From an optimization exercise on the open Yosys and OpenROAD flow, aimed at small area, a short achievable clock period and few clock cycles; shortcuts taken in it are not production practice.
Function was checked by simulation only, so behaviour that the tests miss may differ from the original.
The clock port is modelled as an ideal driver; clocking choices that lean on that would not hold on a real chip.
No activity file was given, so power comes from the tool's default toggle rates.

== run A ==
Design LBP, start of the top module:
module LBP ( clk, reset, gray_addr, gray_req, gray_ready, gray_data, lbp_addr, lbp_valid, lbp_data, finish);
Size in the first run: roughly 370 cells after synthesis, about 140 flip-flops.
export LEC_CHECK = 0
export CAP_MARGIN = 20
export CORE_MARGIN = 2
export CORE_UTILIZATION = 60
export PLACE_DENSITY = 0.8
export SETUP_SLACK_MARGIN = 2.3
export SLEW_MARGIN = 20
create_clock -name core_clock -period 4.0 [get_ports {clk}]
standard.sh (not shown) runs the stock make flow with config.mk's settings and CLKGATE_MAP_FILE= SYNTH_SCRIPT=/design/flow/synth_recipe.tcl, a recipe that flattens the netlist after the stock synthesis.
==> flow/flow/run.sh <==
#!/bin/bash
# Standard layout (the standard.sh), with three changes made through
# ORFS's own hooks and variables:
# - the port buffers are buf_2 cells;
# - flow/clock_tree.tcl builds the clock tree (four clkbuf_16, driven by the
#   clock port, each driving a quarter of the flip-flops) in place of TritonCTS;
# - flow/split_outputs.tcl, after CTS, buffers the address logic off the
#   registers that drive the gray_addr ports.
# make's output goes to make.log here; ORFS's per-step logs stay in orfs/logs.
set -euo pipefail
export BUFFER_PORTS_ARGS="-buffer_cell sky130_fd_sc_hd__buf_2"
export PRE_CTS_TCL="$PWD/flow/clock_tree.tcl"
export POST_CTS_TCL="$PWD/flow/split_outputs.tcl"
export FLOW_TREE_NB=4
export FLOW_TREE_CELL=sky130_fd_sc_hd__clkbuf_16
bash standard.sh > make.log 2>&1
==> flow/flow/clock_tree.tcl <==
# Run by ORFS's cts.tcl before clock_tree_synthesis (PRE_CTS_TCL).
# Builds a one-level clock tree: the clock port drives FLOW_TREE_NB clock
# buffers, each driving the flip-flops of one group. The groups are made by
# sorting the flip-flops by x into FLOW_TREE_NB/2 columns and splitting each
# column by y into two halves, so every group has about the same size and
# every flip-flop sees the same buffer delay. Each buffer is put at the centre
# of its group; cts.tcl legalizes the placement afterwards. TritonCTS is then
# told to skip these nets, so it adds nothing.
proc my_tree {nb cell} {
  set block [ord::get_db_block]
  set net [$block findNet clk]
  set sinks {}
  foreach it [$net getITerms] {
    set inst [$it getInst]
    if {[[$inst getMaster] isSequential]} {
      set bb [$inst getBBox]
      lappend sinks [list [$inst getName]/[[$it getMTerm] getName] \
        [expr {([$bb xMin] + [$bb xMax]) / 2}] [expr {([$bb yMin] + [$bb yMax]) / 2}]]
    }
  }
  set n [llength $sinks]
  set ncol [expr {$nb / 2}]
  set sx [lsort -integer -index 1 $sinks]
  set groups {}
  for {set c 0} {$c < $ncol} {incr c} {
    set col [lsort -integer -index 2 \
      [lrange $sx [expr {$c * $n / $ncol}] [expr {($c + 1) * $n / $ncol - 1}]]]
    set m [llength $col]
    lappend groups [lrange $col 0 [expr {$m / 2 - 1}]]
    lappend groups [lrange $col [expr {$m / 2}] end]
  }
  set dbu [$block getDbUnitsPerMicron]
  set i 0
  foreach g $groups {
    set pins {}
    set xs 0
    set ys 0
    foreach s $g {
      lappend pins [get_pins [lindex $s 0]]
      set xs [expr {$xs + [lindex $s 1]}]
      set ys [expr {$ys + [lindex $s 2]}]
    }
    set k [llength $g]
    set x [expr {double($xs) / $k / $dbu}]
    set y [expr {double($ys) / $k / $dbu}]
    insert_buffer -buffer_cell $cell -net clk -load_pins $pins -location [list $x $y] \
      -buffer_name clktree_$i -net_name clktree_net_$i
    puts "clock tree: group $i has $k flip-flops, buffer at ($x, $y)"
    incr i
  }
  set skip [list clk]
  foreach inst [$block getInsts] {
    if {[string match clktree_* [$inst getName]]} {
      set onet [[$inst findITerm X] getNet]
      $onet setSigType CLOCK
      lappend skip [$onet getName]
    }
  }
  set_cts_config -skip_nets $skip
  # connect the new buffers' supply pins with the platform's rules (pdn.tcl)
  add_global_connection -net {VDD} -inst_pattern {clktree_.*} -pin_pattern {VPWR} -power
  add_global_connection -net {VDD} -inst_pattern {clktree_.*} -pin_pattern {VPB}
  add_global_connection -net {VSS} -inst_pattern {clktree_.*} -pin_pattern {VGND} -ground
  add_global_connection -net {VSS} -inst_pattern {clktree_.*} -pin_pattern {VNB}
  global_connect
}
my_tree $::env(FLOW_TREE_NB) $::env(FLOW_TREE_CELL)
==> flow/flow/split_outputs.tcl <==
# Run by ORFS's cts.tcl at its end (POST_CTS_TCL).
# The registers that drive the gray_addr ports also feed the address logic.
# Give each of them a buffer for that logic, next to the register, so the
# register itself drives only its port buffer and this one buffer.
proc my_split_outputs {pattern cell} {
  set block [ord::get_db_block]
  set n 0
  foreach bt [$block getBTerms] {
    if {[$bt getIoType] ne "OUTPUT" || ![string match $pattern [$bt getName]]} { continue }
    set pbuf ""
    foreach it [[$bt getNet] getITerms] {
      if {[$it isOutputSignal]} { set pbuf [$it getInst] }
    }
    if {$pbuf eq ""} { continue }
    set ain ""
    foreach it [$pbuf getITerms] {
      if {[$it isInputSignal]} { set ain $it }
    }
    set net [$ain getNet]
    set drv ""
    set loads {}
    foreach it [$net getITerms] {
      if {[$it isOutputSignal]} {
        set drv [$it getInst]
      } elseif {[$it isInputSignal] && $it ne $ain} {
        lappend loads [get_pins [[$it getInst] getName]/[[$it getMTerm] getName]]
      }
    }
    if {$drv eq "" || ![[$drv getMaster] isSequential] || [llength $loads] == 0} { continue }
    set dbu [$block getDbUnitsPerMicron]
    set loc [$drv getLocation]
    insert_buffer -buffer_cell $cell -net [$net getName] -load_pins $loads \
      -location [list [expr {double([lindex $loc 0]) / $dbu}] [expr {double([lindex $loc 1]) / $dbu}]] \
      -buffer_name outsplit_$n
    incr n
  }
  puts "split loads off $n output registers"
  add_global_connection -net {VDD} -inst_pattern {outsplit_.*} -pin_pattern {VPWR} -power
  add_global_connection -net {VDD} -inst_pattern {outsplit_.*} -pin_pattern {VPB}
  add_global_connection -net {VSS} -inst_pattern {outsplit_.*} -pin_pattern {VGND} -ground
  add_global_connection -net {VSS} -inst_pattern {outsplit_.*} -pin_pattern {VNB}
  global_connect
  detailed_placement
  check_placement
}
my_split_outputs {gray_addr*} sky130_fd_sc_hd__buf_1
Run A: all stages complete, timing, DRC and antenna checks passed
Testbench counts of run A, summed over its fixed seeds: cycles 387,126.
### run A -> run B
Settings: changing SETUP_SLACK_MARGIN from 2.3 to 2.45.
==> flow/flow/run.sh <==
#!/bin/bash
# Standard layout (the standard.sh), with three changes made through
# ORFS's own hooks and variables:
# - the port buffers are buf_2 cells;
# - before CTS (flow/pre_cts.tcl), flow/clock_tree.tcl builds the clock tree
#   (four clkbuf_16, driven by the clock port, each driving a quarter of the
#   flip-flops) in place of TritonCTS, and flow/split_outputs.tcl buffers the
#   address logic off the registers that drive the gray_addr ports.
# make's output goes to make.log here; ORFS's per-step logs stay in orfs/logs.
set -euo pipefail
export BUFFER_PORTS_ARGS="-buffer_cell sky130_fd_sc_hd__buf_2"
export PRE_CTS_TCL="$PWD/flow/pre_cts.tcl"
export FLOW_TREE_NB=4
export FLOW_TREE_CELL=sky130_fd_sc_hd__clkbuf_16
export FLOW_SPLIT_CELL=sky130_fd_sc_hd__buf_2
bash standard.sh > make.log 2>&1
==> flow/flow/pre_cts.tcl (new file) <==
# Run by ORFS's cts.tcl before clock_tree_synthesis (PRE_CTS_TCL).
source [file join [file dirname [info script]] clock_tree.tcl]
source [file join [file dirname [info script]] split_outputs.tcl]
diff --git a/flow/flow/split_outputs.tcl b/flow/flow/split_outputs.tcl
--- a/flow/flow/split_outputs.tcl
+++ b/flow/flow/split_outputs.tcl
@@ -1,3 +1,3 @@
-# Run by ORFS's cts.tcl at its end (POST_CTS_TCL).
+# Run by flow/pre_cts.tcl, before clock_tree_synthesis.
 # The registers that drive the gray_addr ports also feed the address logic.
 # Give each of them a buffer for that logic, next to the register, so the
@@ -44,3 +44,3 @@
   check_placement
 }
-my_split_outputs {gray_addr*} sky130_fd_sc_hd__buf_1
+my_split_outputs {gray_addr*} $::env(FLOW_SPLIT_CELL)
- On worst setup slack after layout: between run B and run A, it ends up lower for run A.
- Run B vs. run A: number of filler instances in the final layout went down by about 8%.
- Run B against run A: multi-input gate share of the layout cell area up 0.66 points, cell area up 180 um^2, power up 21 uW, total number of vias up about 1%, total routed wirelength up 270 um.
- Run A → run B: clock network fraction of total power now sits lower; fraction of power spent switching nets essentially unchanged.
- The run showing the greater routability-driven placement congestion ratio is run A.
Edits applied to the flow inputs when going from run B to run C:
Settings: CORE_UTILIZATION: 60 -> 50; SETUP_SLACK_MARGIN: 2.45 -> 2.4.
diff --git a/flow/flow/run.sh b/flow/flow/run.sh
--- a/flow/flow/run.sh
+++ b/flow/flow/run.sh
@@ -13,4 +13,4 @@
 export FLOW_TREE_NB=4
 export FLOW_TREE_CELL=sky130_fd_sc_hd__clkbuf_16
-export FLOW_SPLIT_CELL=sky130_fd_sc_hd__buf_2
+export FLOW_SPLIT_CELL=sky130_fd_sc_hd__buf_1
 bash standard.sh > make.log 2>&1
==> comparison <==
Each of the runs, namely run C and run B, reached the end of the flow and came out clean.
Run C vs. run B: final worst slack went down by 4.1 ps.
In the flow results for run C and run B, the design area is smaller on run C.
Compared run B against run C; maximum clock frequency within noise.
Going from run B to run C, total global routing track utilization fell 3.1 points, number of logic stages on the critical path including buffering -1.
Delta (run C minus run B): total wire length after detailed routing decreased 200 um, first-pass GRT wire length decreased about 2.4%, sequential share of layout area increased 1.2 points, clock network power share essentially unchanged.
Power after layout in run C is 19 uW lower than in run B
The following lists how run D was set up differently from run C:
Settings: a change of SETUP_SLACK_MARGIN from 2.4 to 2.35; a change of CORE_UTILIZATION from 50 to 60.
diff --git a/flow/flow/run.sh b/flow/flow/run.sh
--- a/flow/flow/run.sh
+++ b/flow/flow/run.sh
@@ -13,4 +13,4 @@
 export FLOW_TREE_NB=4
 export FLOW_TREE_CELL=sky130_fd_sc_hd__clkbuf_16
-export FLOW_SPLIT_CELL=sky130_fd_sc_hd__buf_1
+export FLOW_SPLIT_CELL=sky130_fd_sc_hd__buf_2
 bash standard.sh > make.log 2>&1
Between run C and run D, the difference in clock power is negligible. Compared with run C, in run D wire length went down by 0.88%, total power was more or less identical, final area went down by about 0.9%, number of stages on the worst setup path went up by 1, total number of placement rows went down by 11%. Compared with run C, run D shows a lower slew at the pin with the worst max-slew slack. Run D ended with more share of the clock period used by the worst path than run C.
Modified inputs, run E compared to run D
Settings: swapping 2.35 for 2.4 in SETUP_SLACK_MARGIN.
diff --git a/flow/flow/run.sh b/flow/flow/run.sh
--- a/flow/flow/run.sh
+++ b/flow/flow/run.sh
@@ -13,4 +13,4 @@
 export FLOW_TREE_NB=4
 export FLOW_TREE_CELL=sky130_fd_sc_hd__clkbuf_16
-export FLOW_SPLIT_CELL=sky130_fd_sc_hd__buf_2
+export FLOW_SPLIT_CELL=sky130_fd_sc_hd__buf_1
 bash standard.sh > make.log 2>&1
==> results.txt <==
- Run E completed; timing, DRC and antenna clean
- Global-route wire length before repair of run D is on par with run E.
- [compare] base=run D new=run E: final cell area excluding filler cells increased 28 um^2; initial antenna violation count roughly the same; combinational share of power went up by 0.2 points; sequential share of layout area decreased by 0.32 points relative to the old numbers.
- As far as count of multi-input gates goes, run D and run E are indistinguishable; the numbers are identical.
- On wire length: run E sits above run D.
- Worst setup slack (higher): run E
- Taking run D as the reference, in run E net switching power did not really move, global-route usage did not really move, met3 wirelength from detailed routing went up.

-- re-timing with driven ports --
The flow's constraints put no driver on any port. The routed layouts listed below were extracted and timed again, unchanged, in two steps.
Step 1 assumes that a clkbuf_16 drives the clock port and a buf_2 every other input.
Step 2 moves the port delays by t, midway between the first and last clock arrival at a register: inputs arrive t later, outputs are due t later. That takes back most of the time a late clock gives input paths.
Three values: no drivers, after step 1, after step 2; two values: the first two.
| run | t, ns | slack for setup (ns) | hold WS [ns] | slew at the worst register clock pin (ns) |
|---|---|---|---|---|
| run A | 0.247 | 2.410 / 2.336 / 2.280 | 0.336 / 0.337 / 0.337 | 0.12 / 0.12 |
| run B | 0.246 | 2.455 / 2.382 / 2.352 | 0.336 / 0.336 / 0.336 | 0.12 / 0.12 |
| run C | 0.249 | 2.451 / 2.376 / 2.305 | 0.336 / 0.336 / 0.336 | 0.12 / 0.12 |
| run D | 0.247 | 2.410 / 2.336 / 2.280 | 0.338 / 0.338 / 0.338 | 0.12 / 0.12 |
| run E | 0.247 | 2.430 / 2.356 / 2.292 | 0.339 / 0.339 / 0.339 | 0.12 / 0.12 |
After both steps setup and hold are still met in every run listed. For run C, which loses most, drivers alone change the setup slack by -0.075 ns; drivers and shift together by -0.146 ns.
